Context: an optimization exercise on an open-source flow, tuned for small area. The choices shown serve that exercise and are no tape-out recipe.
At most, simulation tests tie the RTL to the original design; equivalence was not proved.
Power figures rest on the tool's default switching activity, not on a simulated workload.

## old
Design lcd_renderer, start of the top module:
module lcd_renderer (
  input clk,
  input rst_n,
  input [99:0] game_table,
  output LCD_rst,
  output [1:0] LCD_cs,
  output LCD_rw,
  output LCD_di,
  output [7:0] LCD_data,
  output LCD_en
);
Size in the first run: roughly 1,000 cells after synthesis, ~670 flip-flops.
export LEC_CHECK = 0
export CAP_MARGIN = 20
export CORE_MARGIN = 2
export CORE_UTILIZATION = 55
export SLEW_MARGIN = 20
export BUFFER_PORTS_ARGS = -buffer_cell sky130_fd_sc_hd__buf_1
export CTS_ARGS = -sink_clustering_enable -repair_clock_nets -dont_use_dummy_load -buf_list sky130_fd_sc_hd__clkbuf_4 -sink_clustering_size 10 -sink_clustering_max_diameter 30
create_clock -name core_clock -period 10.0 [get_ports {clk}]
standard.sh (not shown) runs the stock make flow with config.mk's settings and CLKGATE_MAP_FILE= SYNTH_SCRIPT=/design/flow/synth_recipe.tcl, a recipe that flattens the netlist after the stock synthesis.
==> flow/flow/run.sh <==
#!/bin/bash
set -euo pipefail
cat >> config.mk <<'C'
export BUFFER_PORTS_ARGS = -buffer_cell sky130_fd_sc_hd__buf_1
export CTS_ARGS = -sink_clustering_enable -repair_clock_nets -dont_use_dummy_load -buf_list sky130_fd_sc_hd__clkbuf_4 -sink_clustering_size 10 -sink_clustering_max_diameter 30
C
bash standard.sh finish > make.log 2>&1
old went all the way through synthesis, placement and routing and the layout is clean on timing, DRC and antenna.
Relative to old, the following input files were edited for new:
Settings: swapping 55 for 70 in CORE_UTILIZATION.
[summary]
- [new] final non-filler cell total fell 105 relative to old
- Against old, new comes in 0.5 points higher on sequential cell fraction of total power.
- Of new and old, the higher register share of the cell area belongs to new.
- old -> new: met1 wire length decreased by a few percent
- Going from old to new, fraction of met3 tracks used by global routing increased by 0.70 points relative to the old numbers; power decreased about 0.7%; worst stage delay on the critical path down 0.03 ns.
- As of new, TritonCTS buffer count had fallen by a few percent compared to old.
- old → new: maximum number of pins on one net before global-route repair has decreased; total vias in the final route now larger.
Function was not checked in any run of this note: the RTL went through the layout flow alone.

## exp/tundra
lcd_renderer, a different RTL version from the one above (not shown whole).
Size in the first run: about 1200 cells after synthesis, roughly 670 flip-flops, about 120 I/O pins, about 16000 µm² of cells after synthesis.
// lcd_renderer
module lcd_renderer (
  input clk,
  input rst_n,
  input [99:0] game_table,
  output LCD_rst,
  output [1:0] LCD_cs,
  output LCD_rw,
  output LCD_di,
  output [7:0] LCD_data,
  output LCD_en
);
clock: 10.0 ns
lec_check: 0
abc_area: 1
cap_margin: 20
core_margin: 2
core_utilization: 70
cts_buf_list: sky130_fd_sc_hd__clkbuf_2 sky130_fd_sc_hd__clkbuf_4
slew_margin: 20
run.sh (not shown) runs the stock make flow with config.mk's settings and CLKGATE_MAP_FILE= SYNTH_SCRIPT=/design/flow/synth_recipe.tcl, a recipe that flattens the netlist after the stock synthesis.
Stock flow here: none of the scripts above is used.
[inputs] exp/lagoon vs exp/tundra
diff --git a/flow/config.mk b/flow/config.mk
--- a/flow/config.mk
+++ b/flow/config.mk
@@ -12 +12,2 @@
-export CTS_BUF_LIST = sky130_fd_sc_hd__clkbuf_2 sky130_fd_sc_hd__clkbuf_4
+export CTS_BUF_LIST = sky130_fd_sc_hd__clkbuf_4
+export CTS_CLUSTER_SIZE = 30
## What came out
exp/lagoon went all the way through the flow, and no timing, DRC or antenna check failed.
As far as number of nets with antenna violations after detailed routing goes, exp/tundra and exp/lagoon are indistinguishable; the numbers are identical.
Any difference in area of the multi-input gates between exp/lagoon and exp/tundra is small enough to ignore.
As far as synthesized area goes, exp/lagoon and exp/tundra are indistinguishable; the numbers are identical.
Any difference in biggest cell delay along the critical path between exp/lagoon and exp/tundra is small enough to ignore.
Looking at exp/lagoon and exp/tundra, the proportion of power drawn by the clock network is a wash.
Input changes introduced in exp/cedar (baseline for comparison: exp/lagoon):
==> flow/flow/run.sh (new file) <==
#!/bin/bash
set -euo pipefail
cat >> config.mk <<'C'
export BUFFER_PORTS_ARGS = -buffer_cell sky130_fd_sc_hd__buf_1
export CTS_ARGS = -sink_clustering_enable -repair_clock_nets -dont_use_dummy_load -buf_list sky130_fd_sc_hd__clkbuf_4 -sink_clustering_size 11 -sink_clustering_max_diameter 30
C
bash standard.sh finish > make.log 2>&1
==> flow/standard.sh (new file) <==
#!/bin/bash
# synth_recipe.tcl (not shown) runs the flow's synth.tcl, then flattens the netlist and writes it again
# the make line also repeats each setting of config.mk as NAME=value (left out here)
make -C /OpenROAD-flow-scripts/flow DESIGN_CONFIG=/design/flow/config.mk WORK_HOME=/design/flow/orfs CLKGATE_MAP_FILE= SYNTH_SCRIPT=/design/flow/synth_recipe.tcl "${@:-finish}"
diff --git a/flow/config.mk b/flow/config.mk
--- a/flow/config.mk
+++ b/flow/config.mk
@@ -8 +7,0 @@
-export ABC_AREA = 1
@@ -12,2 +10,0 @@
-export CTS_BUF_LIST = sky130_fd_sc_hd__clkbuf_4
-export CTS_CLUSTER_SIZE = 30
@@ -14,0 +12,2 @@
+export BUFFER_PORTS_ARGS = -buffer_cell sky130_fd_sc_hd__buf_1
+export CTS_ARGS = -sink_clustering_enable -repair_clock_nets -dont_use_dummy_load -buf_list sky130_fd_sc_hd__clkbuf_4 -sink_clustering_size 11 -sink_clustering_max_diameter 30
removed: flow/run.sh
Notes after the runs:
exp/cedar finished every step from synthesis to the final layout, and the layout passed the timing, design-rule and antenna checks. Relative to exp/lagoon, the data arrival at the endpoint of the critical path of exp/cedar is lower by 0.59 ns. The xor and xnor fraction of the mapped netlist area of exp/lagoon and that of exp/cedar are within noise of each other. | post-layout minimum cycle time | lower: exp/cedar |. In the metrics for exp/lagoon and exp/cedar, the one carrying the lower number of cells on the worst reg-to-reg path is exp/cedar. exp/cedar against exp/lagoon: core utilization decreased 9.2 points; starting density of the core decreased 0.19 points. exp/cedar gives less layout clock buffer count than exp/lagoon did. From exp/lagoon to exp/cedar the numbers moved as follows: final cycle utilization of the critical path shows a reduction of 5.9 points; hold slack down 0.0092 ns; total power shows a reduction of 980 µW; detailed placement HPWL went down.
Relative to exp/cedar, the following input files were edited for exp/amber:
==> flow/run.sh (new file) <==
#!/bin/bash
# synth_recipe.tcl (not shown) runs the flow's synth.tcl, then flattens the netlist and writes it again
# the make line also repeats each setting of config.mk as NAME=value (left out here)
make -C /OpenROAD-flow-scripts/flow DESIGN_CONFIG=/design/flow/config.mk WORK_HOME=/design/flow/orfs CLKGATE_MAP_FILE= SYNTH_SCRIPT=/design/flow/synth_recipe.tcl finish
diff --git a/flow/config.mk b/flow/config.mk
--- a/flow/config.mk
+++ b/flow/config.mk
@@ -10,0 +11,3 @@
+export CTS_BUF_LIST = sky130_fd_sc_hd__clkbuf_16
+export CTS_CLUSTER_DIAMETER = 60
+export CTS_CLUSTER_SIZE = 30
@@ -12,2 +14,0 @@
-export BUFFER_PORTS_ARGS = -buffer_cell sky130_fd_sc_hd__buf_1
-export CTS_ARGS = -sink_clustering_enable -repair_clock_nets -dont_use_dummy_load -buf_list sky130_fd_sc_hd__clkbuf_4 -sink_clustering_size 11 -sink_clustering_max_diameter 30
removed: flow/flow/run.sh
removed: flow/standard.sh
[summary]
exp/amber: switching share of power higher than exp/cedar. Compared with exp/cedar, weighted congestion at the end of routability-driven global placement in exp/amber increased by a few percent. Layout buffer count excluding clock buffers came out exactly the same in exp/amber and exp/cedar. The first-iteration DRC count of exp/amber falls short of that of exp/cedar by about 9%. From exp/cedar to exp/amber, synthesized-area fraction occupied by adder cells did not move at all. Power: exp/amber draws more than exp/cedar. exp/cedar → exp/amber: global router's overall resource usage increased 2.4 points, combinational share of power increased 0.6 points, area added between synthesis and finish increased 5.4 points. Going from exp/cedar to exp/amber, count of TritonRoute iterations in the first routing pass went down, setup slack after layout moved down.
Relative to exp/amber, the following input files were edited for exp/umber:
diff --git a/flow/config.mk b/flow/config.mk
--- a/flow/config.mk
+++ b/flow/config.mk
@@ -7,0 +8 @@
+export ABC_AREA = 1
@@ -11,3 +11,0 @@
-export CTS_BUF_LIST = sky130_fd_sc_hd__clkbuf_16
-export CTS_CLUSTER_DIAMETER = 60
-export CTS_CLUSTER_SIZE = 30
## What came out
Looking only at global placement routability congestion, and setting everything else aside, the higher value of exp/umber and exp/amber goes to exp/amber.
The lower global-route wire length before repair of exp/umber and exp/amber is in exp/amber.
exp/umber vs exp/amber: wire length the detailed router placed on met1 up by more than 10%
Changes observed in exp/umber relative to exp/amber: number of distinct library cells after synthesis now smaller; full die area went up about 0.55%; combinational cell fraction of total power fell 0.3 points; width of the die held.
Diff exp/amber -> exp/umber: synthesized cell count picked up an extra 156; wire length picked up an extra 26%.
## Diff of input files: exp/xenon against exp/umber
diff --git a/flow/config.mk b/flow/config.mk
--- a/flow/config.mk
+++ b/flow/config.mk
@@ -8 +7,0 @@
-export ABC_AREA = 1
@@ -11,0 +11,3 @@
+export CTS_BUF_LIST = sky130_fd_sc_hd__clkbuf_8
+export CTS_CLUSTER_DIAMETER = 60
+export CTS_CLUSTER_SIZE = 20
## What came out
- Going from exp/umber to exp/xenon, power shrinks by about 23%.
- Looking at wire length across exp/xenon and exp/umber, the one that comes out lower is exp/xenon.
- Higher final period utilization among exp/xenon and exp/umber: exp/umber
- | final design instance area without fill | higher: exp/umber |
- exp/xenon reports a lower global routing usage on met3 than exp/umber does.
- exp/umber was carried through to the last stage, and its layout satisfied the timing, design-rule and antenna checks.
- exp/xenon: no failed stages, no open violations at the end
- Die area | exp/xenon < exp/umber
- When the final numbers for exp/xenon and exp/umber were put side by side, the growth of design area from synthesis to finish turned out to be smaller in exp/xenon.

## port drivers added, routing unchanged
Ports are ideal in the flow. The routed layouts listed here were re-timed in OpenROAD.
Step 1 (the two cells are an assumption about what drives the block):
set clk [get_ports {clk}]
set_driving_cell -lib_cell sky130_fd_sc_hd__clkbuf_16 $clk
set_driving_cell -lib_cell sky130_fd_sc_hd__buf_2 [delete_from_list [all_inputs] $clk]
Step 2 adds t to the input delays and takes it off the output delays; t is the mean of the earliest and latest rising clock arrival at the registers after step 1. Input paths then give back, and output paths get back, about the clock's delay inside the block.
Three values: no drivers, after step 1, after step 2; two values: the first two.
| run | t (ns) | setup WS [ns] | latest minus earliest clock arrival (ns) | worst register clock-pin slew, ns | pins driven straight from the clock port |
|---|---|---|---|---|---|
| old | 0.710 | 5.135 / 5.115 / 5.115 | 0.109 / 0.109 | 0.10 / 0.10 | 1 |
| new | 0.694 | 5.183 / 5.161 / 5.161 | 0.084 / 0.084 | 0.10 / 0.10 | 1 |
| exp/tundra | 0.814 | 4.534 / 4.503 / 4.503 | 0.093 / 0.094 | 0.08 / 0.08 | 1 |
| exp/lagoon | 0.814 | 4.534 / 4.503 / 4.503 | 0.093 / 0.094 | 0.08 / 0.08 | 1 |
| exp/cedar | 0.710 | 5.122 / 5.101 / 5.101 | 0.076 / 0.076 | 0.11 / 0.11 | 1 |
| exp/amber | 0.620 | 4.550 / 4.527 / 4.527 | 0.026 / 0.026 | 0.11 / 0.11 | 1 |
| exp/umber | 0.607 | 4.504 / 4.473 / 4.473 | 0.012 / 0.013 | 0.07 / 0.07 | 1 |
| exp/xenon | 0.611 | 4.550 / 4.527 / 4.527 | 0.024 / 0.024 | 0.12 / 0.12 | 1 |
After both steps every run listed still meets setup and hold.
